What follows belongs to an exercise in optimizing a design on an open flow for small area and a short achievable clock period; a production flow would make more cautious choices. At most, simulation tests tie the RTL to the original design; equivalence was not proved. Power is estimated from default activity; no workload was simulated.

// fp_mul
module fp_mul(clk, op1, op2, result, under, over);
input wire clk;
input wire [15:0] op1, op2;
output wire [15:0] result;
output wire under, over;
reg [10:0] sa, sb;
reg [4:0] e1;
reg sg1;
always @(posedge clk)
begin
	sa <= op1[10:0];
	sb <= op2[10:0];
	e1 <= {1'b0, op1[14:11]} + {1'b0, op2[14:11]} - 5'd7;
	sg1 <= op1[15] ^ op2[15];
end
wire [20:0] rx, ry;
fp1 stage1(.a(sa), .b(sb), .rx(rx), .ry(ry));
wire [20:0] px = rx, py = ry;
wire [15:0] lo = {1'b0, px[14:0]} + {1'b0, py[14:0]};
reg [5:0] hx, hy;
reg hc;
reg [5:0] lo2;
reg [4:0] e2;
reg sg2;
always @(posedge clk)
begin
	hx <= px[20:15];
	hy <= py[20:15];
	hc <= lo[15];
	lo2 <= lo[14:9];
	e2 <= e1;
	sg2 <= sg1;
end
wire [5:0] hi = hx + hy + hc;
wire [20:9] s = {hi, lo2};
fp2 stage2(.s(s), .e(e2), .sign(sg2), .fp_result(result), .under(under), .over(over));
endmodule
==> module fp_mul, before the edit <==
module fp_mul(clk, op1, op2, result, under, over);
input wire clk;
input wire [15:0] op1, op2;
output wire [15:0] result;
output wire under, over;
reg [10:0] sa, sb;
reg [4:0] e1;
reg sg1;
always @(posedge clk)
begin
	sa <= op1[10:0];
	sb <= op2[10:0];
	e1 <= {1'b0, op1[14:11]} + {1'b0, op2[14:11]} - 5'd7;
	sg1 <= op1[15] ^ op2[15];
end
wire [20:0] rx, ry;
fp1 stage1(.a(sa), .b(sb), .rx(rx), .ry(ry));
wire [20:0] px = rx, py = ry;
wire [15:0] lo = {1'b0, px[14:0]} + {1'b0, py[14:0]};
reg [5:0] hx, hy;
reg hc;
reg [5:0] lo2;
reg [4:0] e2;
reg sg2;
always @(posedge clk)
begin
	hx <= px[20:15];
	hy <= py[20:15];
	hc <= lo[15];
	lo2 <= lo[14:9];
	e2 <= e1;
	sg2 <= sg1;
end
wire [5:0] hi = hx + hy + hc;
wire [20:9] s = {hi, lo2};
fp2 stage2(.s(s), .e(e2), .sign(sg2), .fp_result(result), .under(under), .over(over));
endmodule
Settings: LEC_CHECK=0, CAP_MARGIN=20, CORE_MARGIN=2, CORE_UTILIZATION=40, CTS_BUF_LIST=sky130_fd_sc_hd__clkbuf_8, SLEW_MARGIN=20, SYNTH_HIERARCHICAL=1, SYNTH_MINIMUM_KEEP_SIZE=0; clock period 5.3 ns.
standard.sh (not shown) runs the stock make flow with config.mk's settings and CLKGATE_MAP_FILE= SYNTH_SCRIPT=/design/flow/synth_recipe.tcl, a recipe that flattens the netlist after the stock synthesis.
==> flow/flow/run.sh <==
#!/bin/bash
# The standard layout (the standard.sh), with plain buf_1 cells as the
# input and output port buffers instead of the ones buffer_ports picks.
export BUFFER_PORTS_ARGS="-buffer_cell sky130_fd_sc_hd__buf_1"
bash standard.sh > standard.log 2>&1
Edit:
--- a/flow/design.v
+++ b/flow/design.v
@@ -563,26 +563,18 @@
 	sb <= op2[10:0];
 	e1 <= {1'b0, op1[14:11]} + {1'b0, op2[14:11]} - 5'd7;
 	sg1 <= op1[15] ^ op2[15];
 end
 wire [20:0] rx, ry;
 fp1 stage1(.a(sa), .b(sb), .rx(rx), .ry(ry));
-wire [20:0] px = rx, py = ry;
-wire [15:0] lo = {1'b0, px[14:0]} + {1'b0, py[14:0]};
-reg [5:0] hx, hy;
-reg hc;
-reg [5:0] lo2;
+wire [20:0] prod = rx + ry;
+reg [20:9] s;
 reg [4:0] e2;
 reg sg2;
 always @(posedge clk)
 begin
-	hx <= px[20:15];
-	hy <= py[20:15];
-	hc <= lo[15];
-	lo2 <= lo[14:9];
+	s <= prod[20:9];
 	e2 <= e1;
 	sg2 <= sg1;
 end
-wire [5:0] hi = hx + hy + hc;
-wire [20:9] s = {hi, lo2};
 fp2 stage2(.s(s), .e(e2), .sign(sg2), .fp_result(result), .under(under), .over(over));
 endmodule
=> The changed run passed the timing, DRC and antenna checks; wire length fell by a few percent; area after synthesis drops by a few percent; worst setup slack loses 0.23 ns; cell count decreases by a few percent; design area goes down by a few percent; via count decreases slightly.
No functional check of the RTL was part of any run of this note.

## red
Another version of the RTL of fp_mul (not shown whole).
Size in the first run: about 500 cells after synthesis, roughly 59 flip-flops, about 0.0055 mm2 of cells after synthesis.
==> module fp_mul, before the edit <==
module fp_mul(clk, op1, op2, result, under, over);
input wire clk;
input wire [15:0] op1, op2;
output wire [15:0] result;
output wire under, over;
wire [13:0] bx = {2'b00, op2[10:0], 1'b0};
wire [5:0] one_d, two_d;
wire [4:0] neg_d;
genvar i;
generate for (i = 0; i < 6; i = i + 1) begin : g_booth
	assign one_d[i] = bx[2*i+1] ^ bx[2*i];
	assign two_d[i] = (bx[2*i+2] & ~bx[2*i+1] & ~bx[2*i]) | (~bx[2*i+2] & bx[2*i+1] & bx[2*i]);
	if (i < 5) begin : g_neg
		assign neg_d[i] = bx[2*i+2];
	end
end endgenerate
reg [10:0] sa;
reg [5:0] bone, btwo;
reg [4:0] bneg;
reg [4:0] e1;
reg sg1;
always @(posedge clk)
begin
	sa <= op1[10:0];
	bone <= one_d;
	btwo <= two_d;
	bneg <= neg_d;
	e1 <= {1'b0, op1[14:11]} + {1'b0, op2[14:11]} - 5'd7;
	sg1 <= op1[15] ^ op2[15];
end
wire [20:0] rx, ry;
fp1 stage1(.a(sa), .one(bone), .two(btwo), .neg(bneg), .rx(rx), .ry(ry));
wire [20:0] px = rx, py = ry;
wire [15:0] lo = {1'b0, px[14:0]} + {1'b0, py[14:0]};
reg [5:0] hx, hy;
reg hc;
reg [5:0] lo2;
reg [4:0] e2;
reg sg2;
always @(posedge clk)
begin
	hx <= px[20:15];
	hy <= py[20:15];
	hc <= lo[15];
	lo2 <= lo[14:9];
	e2 <= e1;
	sg2 <= sg1;
end
wire [5:0] hi = hx + hy + hc;
wire [20:9] s = {hi, lo2};
fp2 stage2(.s(s), .e(e2), .sign(sg2), .fp_result(result), .under(under), .over(over));
endmodule
export LEC_CHECK = 0
export CAP_MARGIN = 20
export CORE_MARGIN = 2
export CORE_UTILIZATION = 40
export CTS_BUF_LIST = sky130_fd_sc_hd__clkbuf_8
export SLEW_MARGIN = 20
export SYNTH_HIERARCHICAL = 1
export SYNTH_MINIMUM_KEEP_SIZE = 0
create_clock -name core_clock -period 5.3 [get_ports {clk}]
Scripts as last shown in full above: flow/flow/run.sh
> inputs changed (red -> blue)
diff --git a/flow/design.v b/flow/design.v
--- a/flow/design.v
+++ b/flow/design.v
@@ -383,24 +383,16 @@
 	sg1 <= op1[15] ^ op2[15];
 end
 wire [20:0] rx, ry;
 fp1 stage1(.a(sa), .one(bone), .two(btwo), .neg(bneg), .rx(rx), .ry(ry));
-wire [20:0] px = rx, py = ry;
-wire [15:0] lo = {1'b0, px[14:0]} + {1'b0, py[14:0]};
-reg [5:0] hx, hy;
-reg hc;
-reg [5:0] lo2;
+wire [20:0] prod = rx + ry;
+reg [20:9] s;
 reg [4:0] e2;
 reg sg2;
 always @(posedge clk)
 begin
-	hx <= px[20:15];
-	hy <= py[20:15];
-	hc <= lo[15];
-	lo2 <= lo[14:9];
+	s <= prod[20:9];
 	e2 <= e1;
 	sg2 <= sg1;
 end
-wire [5:0] hi = hx + hy + hc;
-wire [20:9] s = {hi, lo2};
 fp2 stage2(.s(s), .e(e2), .sign(sg2), .fp_result(result), .under(under), .over(over));
 endmodule
| number of logic stages on the critical path including buffering | lower: red |. Where final critical-path required period is concerned, red is better than blue. On setup slack of the critical path after layout: between red and blue, it ends up higher for red. Delta (blue minus red): count of non-CTS buffers in the layout increased by 3.9% relative to the old numbers, number of sequential cells decreased by 7 relative to the old numbers. Changes observed in blue relative to red: met3 track demand over resource in global routing flat; number of nets with antenna violations after detailed routing roughly the same; routed wire length on met2 shrank by 2.6%; post-route clock period utilization saw an increase. Every stage of the flow completed for blue, and the final layout passed the timing, DRC and antenna checks.
Function was not checked in any run of this note: the RTL went through the layout flow alone.

Setup of job 101:
Another version of the RTL of fp_mul (not shown whole).
For scale: about 490 cells after synthesis, ~5300 um2 of cells after synthesis.
==> module fp_mul, before the edit <==
module fp_mul(clk, op1, op2, result, under, over);
input wire clk;
input wire [15:0] op1, op2;
output wire [15:0] result;
output wire under, over;
wire [13:0] bx = {2'b00, op2[10:0], 1'b0};
wire [5:0] one_d, two_d;
wire [4:0] neg_d;
genvar i;
generate for (i = 0; i < 6; i = i + 1) begin : g_booth
	assign one_d[i] = bx[2*i+1] ^ bx[2*i];
	assign two_d[i] = (bx[2*i+2] & ~bx[2*i+1] & ~bx[2*i]) | (~bx[2*i+2] & bx[2*i+1] & bx[2*i]);
	if (i < 5) begin : g_neg
		assign neg_d[i] = bx[2*i+2];
	end
end endgenerate
reg [10:0] sa;
reg [5:0] bone, btwo;
reg [4:0] bneg;
reg [4:0] e1;
reg sg1;
always @(posedge clk)
begin
	sa <= op1[10:0];
	bone <= one_d;
	btwo <= two_d;
	bneg <= neg_d;
	e1 <= {1'b0, op1[14:11]} + {1'b0, op2[14:11]} - 5'd7;
	sg1 <= op1[15] ^ op2[15];
end
wire [20:0] rx, ry;
fp1 stage1(.a(sa), .one(bone), .two(btwo), .neg(bneg), .rx(rx), .ry(ry));
wire [20:0] px = rx, py = ry;
wire [14:0] lo = {1'b0, px[13:0]} + {1'b0, py[13:0]};
wire [6:0] h0 = px[20:14] + py[20:14];
wire [6:0] h1 = px[20:14] + py[20:14] + 1'b1;
reg [6:0] h0r, h1r;
reg hc;
reg [4:0] lo2;
reg [4:0] e2;
reg sg2;
always @(posedge clk)
begin
	h0r <= h0;
	h1r <= h1;
	hc <= lo[14];
	lo2 <= lo[13:9];
	e2 <= e1;
	sg2 <= sg1;
end
wire [6:0] hi = hc ? h1r : h0r;
wire [20:9] s = {hi, lo2};
fp2 stage2(.s(s), .e(e2), .sign(sg2), .fp_result(result), .under(under), .over(over));
endmodule
export LEC_CHECK = 0
export CAP_MARGIN = 20
export CORE_MARGIN = 2
export CORE_UTILIZATION = 40
export SLEW_MARGIN = 20
export SYNTH_HIERARCHICAL = 1
export SYNTH_MINIMUM_KEEP_SIZE = 0
create_clock -name core_clock -period 5.3 [get_ports {clk}]
==> flow/flow/run.sh <==
#!/bin/bash
# The standard layout (the standard.sh) with two changes: plain buf_1
# cells as the input and output port buffers instead of the ones
# buffer_ports picks, and clock tree synthesis without dummy load cells.
export BUFFER_PORTS_ARGS="-buffer_cell sky130_fd_sc_hd__buf_1"
export CTS_ARGS="-sink_clustering_enable -repair_clock_nets -buf_list sky130_fd_sc_hd__clkbuf_8 -dont_use_dummy_load"
bash standard.sh > standard.log 2>&1
Job 101: done, clean on timing, DRC and antenna
Here is what was changed in the inputs of job 102 compared with job 101.
--- a/flow/design.v
+++ b/flow/design.v
@@ -378,22 +378,20 @@
 fp1 stage1(.a(sa), .one(bone), .two(btwo), .neg(bneg), .rx(rx), .ry(ry));
 wire [20:0] px = rx, py = ry;
-wire [14:0] lo = {1'b0, px[13:0]} + {1'b0, py[13:0]};
-wire [6:0] h0 = px[20:14] + py[20:14];
-wire [6:0] h1 = px[20:14] + py[20:14] + 1'b1;
-reg [6:0] h0r, h1r;
+wire [15:0] lo = {1'b0, px[14:0]} + {1'b0, py[14:0]};
+reg [5:0] hx, hy;
 reg hc;
-reg [4:0] lo2;
+reg [5:0] lo2;
 reg [4:0] e2;
 reg sg2;
 always @(posedge clk)
 begin
-	h0r <= h0;
-	h1r <= h1;
-	hc <= lo[14];
-	lo2 <= lo[13:9];
+	hx <= px[20:15];
+	hy <= py[20:15];
+	hc <= lo[15];
+	lo2 <= lo[14:9];
 	e2 <= e1;
 	sg2 <= sg1;
 end
-wire [6:0] hi = hc ? h1r : h0r;
+wire [5:0] hi = hx + hy + hc;
 wire [20:9] s = {hi, lo2};
 fp2 stage2(.s(s), .e(e2), .sign(sg2), .fp_result(result), .under(under), .over(over));
Across both runs, final cell count was higher for job 102 than for job 101.
Diff job 102..job 101 | cell area after synthesis | negligible
Job 101 has a higher logic depth of the worst setup path including buffers than job 102.
Comparing job 102 with job 101, the adder-cell area share of the yosys netlist came out essentially unchanged.
Going from job 101 to job 102, sequential cell count decreased 1, cell count after synthesis increased by 3.3% relative to the old numbers.
Diff job 101 -> job 102 | power share of the clock group | decrease of 0.4 points
Against job 101, job 102 comes in 0.93 points higher on core utilization of the finished layout.
Only the layout flow was run in job 101; the RTL was not checked for function there.

## static timing again, ports no longer ideal
In the flow no input, the clock included, has a driving cell. The finished layouts below were timed again as built, in two steps.
Step 1, drivers: a clkbuf_16 drives clk and a buf_2 each remaining input, both assumed.
Step 2, shift: input delay + t, output delay - t, t = (earliest + latest rising clock arrival at the registers) / 2. This alone moves slack from input paths to output paths.
Three values: no drivers, after step 1, after step 2; two values: the first two.
run | t, ns | setup slack, ns | hold slack, ns | worst data-port slew with drivers (ns)
the first run of note 1 | 0.366 | 1.017 / 1.017 / 1.017 | 0.335 / 0.335 / 0.335 | 0.03
the second run of note 1 | 0.336 | 0.785 / 0.785 / 0.785 | 0.335 / 0.335 / 0.335 | 0.03
red | 0.375 | 1.291 / 1.291 / 1.291 | 0.327 / 0.327 / 0.327 | 0.03
blue | 0.357 | 0.876 / 0.876 / 0.876 | 0.332 / 0.332 / 0.332 | 0.04
job 101 | 0.373 | 1.043 / 1.043 / 1.043 | 0.318 / 0.318 / 0.318 | 0.04
job 102 | 0.364 | 1.453 / 1.442 / 1.453 | 0.323 / 0.323 / 0.323 | 0.04
After both steps setup and hold are still met in every run listed.
